From an optimization exercise on the open Yosys and OpenROAD flow, aimed at small area, a short achievable clock period and few clock cycles; shortcuts taken in it are not production practice. Function was checked by simulation only, so behaviour that the tests miss may differ from the original. Power and IR drop assume default switching activity.

## oak
Design qrcode_decoder, start of the top module:
module qrcode_decoder(
    input clk,
    input srst_n,
    input start,
    input sram_rdata,
    output [11:0] sram_raddr,
    output reg [5:0] loc_y,
    output reg [5:0] loc_x,
    output reg [7:0] decode_text,    
    output reg valid,
    output reg finish
);
Size: roughly 73 flip-flops, roughly 0.0062 mm^2 of cells after synthesis.
clock: 16.0 ns
lec_check: 0
abc_area: 1
cap_margin: 20
core_margin: 2
core_utilization: 40
slew_margin: 20
standard.sh (not shown) runs the stock make flow with config.mk's settings and CLKGATE_MAP_FILE= SYNTH_SCRIPT=/design/flow/synth_recipe.tcl, a recipe that flattens the netlist after the stock synthesis.
==> flow/flow/run.sh <==
#!/bin/bash
# The standard layout (standard.sh, unchanged), run with a copy of the ORFS
# scripts in which only abc_area.script (the logic optimisation recipe that
# synthesis hands to ABC) differs, and with these settings in its environment:
#  - ABC's recipe: resyn2-style AIG rewriting, dch, then area-oriented
#    mapping (map -a) and ABC's usual buffering and sizing, instead of
#    dch and delay-oriented mapping (map -B 0.9);
#  - synthesis leaves the adders to ABC instead of mapping them to the
#    library's half- and full-adder cells (ADDER_MAP_FILE empty);
#    the rest of synthesis is standard.sh's own (synth_recipe.tcl: no fsm or
#    share passes, flattened, function nets renamed), so the registers are the
#    standard synthesis's;
#  - the buffers that the flow puts on every input and output port are
#    sky130_fd_sc_hd__buf_2 cells instead of the slower delay cells that
#    buffer_ports picks by default;
#  - repair_timing aims for a setup slack of 11.8 ns, i.e. it sizes the cells
#    of paths slower than about 4.2 ns;
#  - clock tree synthesis uses sky130_fd_sc_hd__clkbuf_8 buffers and no dummy
#    loads.
# The clock, its period and the I/O constraints are the design's, unchanged.
# Each tool's full output is in standard.log in this folder (and ORFS's own
# per-step logs under orfs/logs).
cp -r "$FLOW_HOME/scripts" orfs_scripts
cat > orfs_scripts/abc_area.script <<'ABC'
strash
balance
rewrite
refactor
balance
rewrite
rewrite -z
balance
refactor -z
rewrite -z
balance
dch
map -a
topo
stime -c
buffer -c
upsize -c
dnsize -c
ABC
export SCRIPTS_DIR="$PWD/orfs_scripts"
export ADDER_MAP_FILE=
export BUFFER_PORTS_ARGS="-buffer_cell sky130_fd_sc_hd__buf_2"
export SETUP_SLACK_MARGIN=11.8
export CTS_ARGS="-sink_clustering_enable -repair_clock_nets -dont_use_dummy_load -buf_list sky130_fd_sc_hd__clkbuf_8"
bash standard.sh > standard.log 2>&1
Testbench counts of oak, summed over its fixed seeds: cycles 24,170.
> inputs changed (oak -> pine)
-- flow/flow/run.sh --
<<< oak, line 5
#  - ABC's recipe: resyn2-style AIG rewriting, dch, then area-oriented
#    mapping (map -a) and ABC's usual buffering and sizing, instead of
#    dch and delay-oriented mapping (map -B 0.9);
>>> pine, line 5
#  - ABC's recipe: resyn2rs-style AIG rewriting and resubstitution, dch -f,
#    then area-oriented mapping (map -a) and ABC's usual buffering and
#    sizing, instead of dch and delay-oriented mapping (map -B 0.9);
<<< oak, line 27
>>> pine, line 27
resub -K 6
<<< oak, line 28
>>> pine, line 29
resub -K 6 -N 2
<<< oak, line 29
>>> pine, line 31
resub -K 8
<<< oak, line 30
>>> pine, line 33
resub -K 8 -N 2
<<< oak, line 31
>>> pine, line 35
resub -K 10
rewrite -z
resub -K 10 -N 2
balance
resub -K 12
refactor -z
resub -K 12 -N 2
<<< oak, line 33
refactor -z
rewrite -z
balance
dch
>>> pine, line 44
dch -f
Results
- pine reached the final stage; the timing, DRC and antenna checks on its layout passed.
- XOR/XNOR share of the synthesized area came out higher on pine than on oak.
- When pine is measured against oak, its area growth from synthesis to layout turns out 2.6 points lower.
- Global-route track usage on met2: oak vs pine — no meaningful difference
- Going from oak to pine, reg2reg setup slack lost 0.04 ns; global routing usage on met1 neither gained nor lost much; instance count of the mapped netlist lost 11; relative contribution of combinational cells to total power picked up an extra 4.7 points; portion of total power attributed to the clock network lost 1.5 points.
- Compared with oak, detailed-routed wire length on met2 in pine increased slightly.
The following lists how birch was set up differently from pine:
-- flow/flow/run.sh --
<<< pine, line 5
#  - ABC's recipe: resyn2rs-style AIG rewriting and resubstitution, dch -f,
#    then area-oriented mapping (map -a) and ABC's usual buffering and
#    sizing, instead of dch and delay-oriented mapping (map -B 0.9);
>>> birch, line 5
#  - ABC's recipe: resyn2-style AIG rewriting, dch, then area-oriented
#    mapping (map -a) and ABC's usual buffering and sizing, instead of
#    dch and delay-oriented mapping (map -B 0.9);
--- outcome ---
Total CTS buffers came out exactly the same in pine and birch. Number of flip-flops and latches: pine vs birch identical. Layout overhead on the synthesized area: birch vs pine, no meaningful difference.
Relative to birch, the following input files were edited for maple:
Settings: SLEW_MARGIN now 10, was 20; CAP_MARGIN now 10, was 20.
-- flow/flow/run.sh --
<<< birch, line 5
#  - ABC's recipe: resyn2-style AIG rewriting, dch, then area-oriented
#    mapping (map -a) and ABC's usual buffering and sizing, instead of
#    dch and delay-oriented mapping (map -B 0.9);
>>> maple, line 5
#  - ABC's recipe: resyn2rs-style AIG rewriting and resubstitution, dch -f,
#    then area-oriented mapping (map -a) and ABC's usual buffering and
#    sizing, instead of dch and delay-oriented mapping (map -B 0.9);
[summary]
- maple | status: complete | timing, DRC, antenna: pass
- On share of final layout cell area taken by clock buffers and inverters, maple and birch are neck and neck.
- [compare] base=birch new=maple: number of vias in the routed layout lower; post-route minimum period +0.0031 ns; setup slack lost 0.0031 ns; number of max-capacitance violations reported roughly the same.
- Changes observed in maple relative to birch: total of fill cells in the finished design shrank by 36; final-layout worst hold slack grew by 0.0040 ns.

---

run A:
Another version of the RTL of qrcode_decoder (not shown whole).
Size: about 73 flip-flops, roughly 38 I/O pins.
Settings: LEC_CHECK=0, ABC_AREA=1, CAP_MARGIN=20, CORE_MARGIN=2, CORE_UTILIZATION=40, SLEW_MARGIN=20; clock period 16.0 ns.
==> flow/flow/run.sh <==
#!/bin/bash
# The standard layout (standard.sh, unchanged), with three changes made through
# its environment:
#  - the buffers that the flow puts on every input and output port are
#    sky130_fd_sc_hd__buf_2 cells instead of the slower delay cells that
#    buffer_ports picks by default;
#  - repair_timing aims for a setup slack of 11.5 ns, i.e. it sizes the cells
#    of paths slower than about 4.5 ns;
#  - clock tree synthesis runs without dummy loads.
# The clock, its period and the I/O constraints are the design's, unchanged.
# Each tool's full output is in standard.log in this folder.
export BUFFER_PORTS_ARGS="-buffer_cell sky130_fd_sc_hd__buf_2"
export SETUP_SLACK_MARGIN=11.5
export CTS_ARGS="-sink_clustering_enable -repair_clock_nets -dont_use_dummy_load -buf_list sky130_fd_sc_hd__clkbuf_8"
bash standard.sh > standard.log 2>&1
Run A went all the way through synthesis, placement and routing and the layout is clean on timing, DRC and antenna.
Testbench counts of run A, summed over its fixed seeds: cycles 24,414.
Setup changes, run A to run B
Settings: CORE_UTILIZATION: 40 -> 60.
## What came out
Run A → run B: CTS clock-pin slew for the worst setup and hold paths was more or less identical, area used by sequential logic in the layout comparable, global-route wire length before repair now smaller.
Run B ended up with a lower share of total power in combinational logic than run A did.
Smallest hold slack sits higher in run B than in run A.
Layout cell share with drive strength beyond 1, run B and run A: larger value in run A
The switching portion of total power of run A and that of run B are within noise of each other.
Run B against run A; half-perimeter wire length after placement is down by a few percent.
Per the comparison of run B with run A, global-route usage climbed 11 points; total detailed-routing wirelength dropped 4.5%; final worst slack climbed 0.032 ns.
For run C, these inputs were changed with respect to run B:
Settings: a change of CORE_UTILIZATION from 60 to 40.
==> flow/flow/run.sh <==
#!/bin/bash
# The standard layout (standard.sh, unchanged), with four changes made through
# its environment:
#  - synthesis leaves the adders to ABC instead of mapping them to the
#    library's half- and full-adder cells (ADDER_MAP_FILE empty); the rest of
#    the synthesis is standard.sh's own (synth_recipe.tcl: no fsm or share
#    passes, flattened, function nets renamed), so the registers are the
#    standard synthesis's;
#  - the buffers that the flow puts on every input and output port are
#    sky130_fd_sc_hd__buf_2 cells instead of the slower delay cells that
#    buffer_ports picks by default;
#  - repair_timing aims for a setup slack of 11.5 ns, i.e. it sizes the cells
#    of paths slower than about 4.5 ns;
#  - clock tree synthesis uses sky130_fd_sc_hd__clkbuf_8 buffers and no dummy
#    loads.
# The clock, its period and the I/O constraints are the design's, unchanged.
# Each tool's full output is in standard.log in this folder.
export ADDER_MAP_FILE=
export BUFFER_PORTS_ARGS="-buffer_cell sky130_fd_sc_hd__buf_2"
export SETUP_SLACK_MARGIN=11.8
export CTS_ARGS="-sink_clustering_enable -repair_clock_nets -dont_use_dummy_load -buf_list sky130_fd_sc_hd__clkbuf_8"
bash standard.sh > standard.log 2>&1
[summary]
Per the comparison of run C with run B, via count dropped 308, number of clock-tree buffers in the layout barely changed, power density over the cells dropped 35%. Summary of run C over run B: sequential share of layout area +2.4 points, design internal power -about 38%, number of nets at the end of the flow -about 5%, non-clock buffer count +4.3%, via count of the first global-routing pass -5.9%. Higher logic depth of the worst register-to-register path among run C and run B: run B. When run C is set beside run B, its worst hold slack after final layout turns out to be 0.021 ns smaller.
Modified inputs, run D compared to run C
==> flow/flow/run.sh <==
#!/bin/bash
export BUFFER_PORTS_ARGS="-buffer_cell sky130_fd_sc_hd__buf_2"
export SETUP_SLACK_MARGIN=11.5

bash standard.sh > standard.log 2>&1
==> comparison <==
- On post-layout total power: between run C and run D, it ends up lower for run C.
- The non-clock buffer count number comes out higher for run C vs run D.
- Clock period minus worst slack: higher on run D
- Run D finished end to end and its layout was clean on timing, DRC and antenna.
--- input diff run D..run E ---
==> flow/flow/run.sh <==
#!/bin/bash
export BUFFER_PORTS_ARGS="-buffer_cell sky130_fd_sc_hd__buf_2"
export SETUP_SLACK_MARGIN=11.5
export CTS_ARGS="-sink_clustering_enable -repair_clock_nets -dont_use_dummy_load"
bash standard.sh > standard.log 2>&1
[summary]
- Going from run D to run E, final cell count without fillers shows no meaningful change; global-route wire length before repair shows a reduction of 0.41%; overall track demand over capacity in global routing shows no meaningful change; number of gates resized after cts shows a reduction of 1.
- Clock network fraction of total power in run E is 1.6 points below run D.

port drivers added, routing unchanged:
In the flow no input, the clock included, has a driving cell. The finished layouts below were timed again as built, in two steps.
Step 1: set_driving_cell puts a clkbuf_16 on clk and a buf_2 on each other input, an assumption about the parent block.
Step 2 adds t to the input delays and takes it off the output delays; t is the mean of the earliest and latest rising clock arrival at the registers after step 1. Input paths then give back, and output paths get back, about the clock's delay inside the block.
Slacks: no drivers / after step 1 / after step 2; pairs: no drivers / after step 1.
run	t, ns	setup slack, ns	worst setup path after step 2
oak	0.415	11.830 / 11.789 / 11.712	input to register
pine	0.406	11.840 / 11.801 / 11.866	input to register
birch	0.406	11.840 / 11.801 / 11.866	input to register
maple	0.411	11.837 / 11.797 / 11.826	input to register
run A	0.414	11.597 / 11.556 / 11.576	input to register
run B	0.419	11.629 / 11.589 / 11.571	input to register
run C	0.407	11.827 / 11.786 / 11.642	input to register
run D	0.397	11.614 / 11.569 / 11.567	input to register
run E	0.390	11.634 / 11.588 / 11.559	input to register
After both steps every run listed still meets setup and hold. The setup slack of run C, which loses most, moves by -0.041 ns with the drivers and by -0.185 ns with both steps.
